Source: an optimization exercise on an open RTL-to-GDS flow (aim: small area, a short achievable clock period and few clock cycles per item). Production flows keep margins and buffers that such runs may drop. The RTL was checked by simulation tests, not by an equivalence proof against the original design.

Design cordic_final, start of the top module:
module cordic_final (
    input  wire        clk,
    input  wire        rst_n,
    input  wire        start,
    input  wire [31:0] x_in,
    input  wire        func_select,
    output wire        busy,
    output reg         done,
    output wire [32:0] result
);
Size: roughly 4200 cells after synthesis, ~860 flip-flops.
Settings: LEC_CHECK=0, CAP_MARGIN=20, CORE_MARGIN=2, CORE_UTILIZATION=55, CTS_CLUSTER_DIAMETER=80, CTS_CLUSTER_SIZE=28, SLEW_MARGIN=20; clock period 12.0 ns.
standard.sh (not shown) runs the stock make flow with config.mk's settings and CLKGATE_MAP_FILE= SYNTH_SCRIPT=/design/flow/synth_recipe.tcl, a recipe that flattens the netlist after the stock synthesis.
==> flow/flow/run.sh <==
#!/bin/bash
set -euo pipefail
bash standard.sh SETUP_SLACK_MARGIN=8.2 finish > standard_flow.log 2>&1
Testbench counts at the start, summed over its fixed seeds: cycles 2,176, items 2,048.
Then changed:
==> flow/flow/run.sh (replaced) <==
#!/bin/bash
set -euo pipefail
bash standard.sh SETUP_SLACK_MARGIN=8.5 finish > standard_flow.log 2>&1
Settings changed: CORE_UTILIZATION 55 to 40, CTS_CLUSTER_DIAMETER 80 to unset, CTS_CLUSTER_SIZE 28 to unset.
Final cell count grows by 10%; setup slack improves by 0.042 ns; cell area grows by 5.7%.
Then changed:
==> flow/flow/run.sh (replaced) <==
#!/bin/bash
set -euo pipefail
bash standard.sh SETUP_SLACK_MARGIN=8.2 finish > standard_flow.log 2>&1
Settings changed: CTS_CLUSTER_DIAMETER set to 80, CTS_CLUSTER_SIZE set to 28.
Outcome: Sequential cell count is unchanged; count of clock-buffer cells in the layout drops by 57; synthesized cell count does not change; critical path depth does not change; worst setup slack gets worse by 0.046 ns; die area is unchanged; register-to-register slack gets worse by 0.22 ns; synthesized area stays the same.
Then changed:
Settings changed: CORE_UTILIZATION 40 to 70.
- The new run ran to the end with no violations
- clock-buffer cell count drops by 7
- wire length drops by 5.6%
- synthesized area is unchanged
- global-route usage climbs by 9.9 points
- design area drops by 1.9%
- clock skew stays flat
- register-to-register slack is about the same

========
Starting RTL as in the previous note.
Settings: LEC_CHECK=0, CAP_MARGIN=20, CORE_MARGIN=2, CORE_UTILIZATION=40, SLEW_MARGIN=20; clock period 12.0 ns.
==> flow/flow/run.sh <==
#!/bin/bash
set -euo pipefail
bash standard.sh SETUP_SLACK_MARGIN=8.35 finish > standard_flow.log 2>&1
The first run completed with no timing, DRC or antenna violations.
Testbench counts at the start, summed over its fixed seeds: cycles 2,176, items 2,048.
Change:
==> flow/flow/run.sh (replaced) <==
#!/bin/bash
set -euo pipefail
bash standard.sh SETUP_SLACK_MARGIN=7.8 finish > standard_flow.log 2>&1
The new run produced a clean layout.
Area after synthesis is unchanged.
Synthesized cell count is unchanged.
Via count went down by 0.64%.
Change:
==> flow/flow/run.sh (replaced) <==
#!/bin/bash
set -euo pipefail
bash standard.sh SETUP_SLACK_MARGIN=8.2 finish > standard_flow.log 2>&1
--- a/flow/config.mk
+++ b/flow/config.mk
@@ -10,2 +10,4 @@
 export CORE_UTILIZATION = 40
+export CTS_CLUSTER_DIAMETER = 80
+export CTS_CLUSTER_SIZE = 35
 export SLEW_MARGIN = 20
Effect: Synthesized cell count is unchanged. Worst setup slack gets better by 0.32 ns. Routed wire length drops by 1.2%. Clock skew stays flat. Fmax climbs by 8.6%. First-iteration DRC count drops by 1.3%.
Change:
--- a/flow/config.mk
+++ b/flow/config.mk
@@ -10,4 +10,2 @@
 export CORE_UTILIZATION = 40
-export CTS_CLUSTER_DIAMETER = 80
-export CTS_CLUSTER_SIZE = 35
 export SLEW_MARGIN = 20
=> Worst setup slack gains 0.042 ns. Global-route usage increases by 0.32 points. First-iteration DRC count came out higher by 3.5%. Routed wire length went up by about 2.4%. Final cell count rises by 1.8%. Die area stays the same. Maximum frequency grows by about 1.1%. Via count grows by 2.1%. Synthesized area is unchanged.

========
cordic_final, a different RTL version from the one above (not shown whole).
Size: ~4300 cells after synthesis, roughly 71 I/O pins.
clock: 12.0 ns
lec_check: 0
cap_margin: 20
core_margin: 2
core_utilization: 40
cts_buf_list: sky130_fd_sc_hd__clkbuf_8 sky130_fd_sc_hd__clkbuf_16
cts_cluster_diameter: 80
cts_cluster_size: 22
slew_margin: 20
==> flow/flow/run.sh <==
#!/bin/bash
set -euo pipefail
bash standard.sh SETUP_SLACK_MARGIN=8.65 finish > standard_flow.log 2>&1
Testbench counts at the start, summed over its fixed seeds: cycles 2,168, items 2,048.
Next try:
Settings changed: CTS_BUF_LIST sky130_fd_sc_hd__clkbuf_8 sky130_fd_sc_hd__clkbuf_16 to sky130_fd_sc_hd__clkbuf_8, CTS_CLUSTER_DIAMETER 80 to 60, CTS_CLUSTER_SIZE 22 to 14.
What happened: Hold slack loses 0.0078 ns. Utilization is about the same. Sequential cell count stays the same.

========
## run a
cordic_final again, from the RTL that the note above started with.
Settings: LEC_CHECK=0, CAP_MARGIN=20, CORE_MARGIN=2, CORE_UTILIZATION=40, CTS_CLUSTER_DIAMETER=80, CTS_CLUSTER_SIZE=28, SLEW_MARGIN=20; clock period 12.0 ns.
Scripts as last shown in full above: flow/flow/run.sh
Testbench counts of run a, summed over its fixed seeds: cycles 2,168, items 2,048.
Setup changes, run a to run b
Settings: CTS_CLUSTER_SIZE now 22, was 28.
--- outcome ---
- From run a to run b the numbers moved as follows: sequential cell area in the final layout stayed essentially flat, clock network area share comparable.
- Sort run a and run b by number of clock buffers inserted by TritonCTS, ascending, and run a comes first.
- Status: routed wire length parity (run b, run a)

## separate check: timing with driven ports
The flow's constraints put no driver on any port. The routed layouts listed below were extracted and timed again, unchanged, in two steps.
Step 1, drivers: a clkbuf_16 drives clk and a buf_2 each remaining input, both assumed.
Step 2 also shifts input and output timing later by t, the mid clock arrival at the registers, as if the neighbouring blocks saw the same clock.
Slacks: ideal ports / drivers / drivers and shift; pairs: ideal ports / drivers.
run | t (ns) | slack for setup (ns) | worst hold slack (ns) | slew at the worst register clock pin (ns) | pins driven straight from the clock port
the first run of note 1 | 0.673 | 8.269 / 8.205 / 8.084 | 0.323 / 0.323 / 0.323 | 0.10 / 0.10 | 1
the second run of note 1 | 0.703 | 8.311 / 8.252 / 8.186 | 0.316 / 0.316 / 0.316 | 0.07 / 0.07 | 1
the third run of note 1 | 0.672 | 8.265 / 8.204 / 8.171 | 0.326 / 0.326 / 0.326 | 0.10 / 0.10 | 1
the fourth run of note 1 | 0.660 | 8.236 / 8.170 / 8.144 | 0.325 / 0.325 / 0.325 | 0.10 / 0.10 | 1
the first run of note 2 | 0.704 | 8.323 / 8.261 / 8.189 | 0.313 / 0.313 / 0.313 | 0.07 / 0.07 | 1
the second run of note 2 | 0.712 | 7.950 / 7.887 / 8.071 | 0.309 / 0.309 / 0.309 | 0.07 / 0.07 | 1
the third run of note 2 | 0.673 | 8.269 / 8.210 / 8.176 | 0.323 / 0.323 / 0.323 | 0.12 / 0.12 | 1
the fourth run of note 2 | 0.712 | 8.311 / 8.249 / 8.156 | 0.310 / 0.310 / 0.310 | 0.07 / 0.07 | 1
the first run of note 3 | 0.665 | 8.492 / 8.430 / 8.094 | 0.327 / 0.327 / 0.327 | 0.09 / 0.09 | 1
the second run of note 3 | 0.756 | 8.392 / 8.334 / 8.033 | 0.319 / 0.319 / 0.319 | 0.09 / 0.09 | 1
run a | 0.678 | 8.479 / 8.411 / 8.099 | 0.319 / 0.319 / 0.319 | 0.10 / 0.10 | 1
run b | 0.665 | 8.492 / 8.430 / 8.094 | 0.327 / 0.327 / 0.327 | 0.09 / 0.09 | 1
After both steps setup and hold are still met in every run listed.
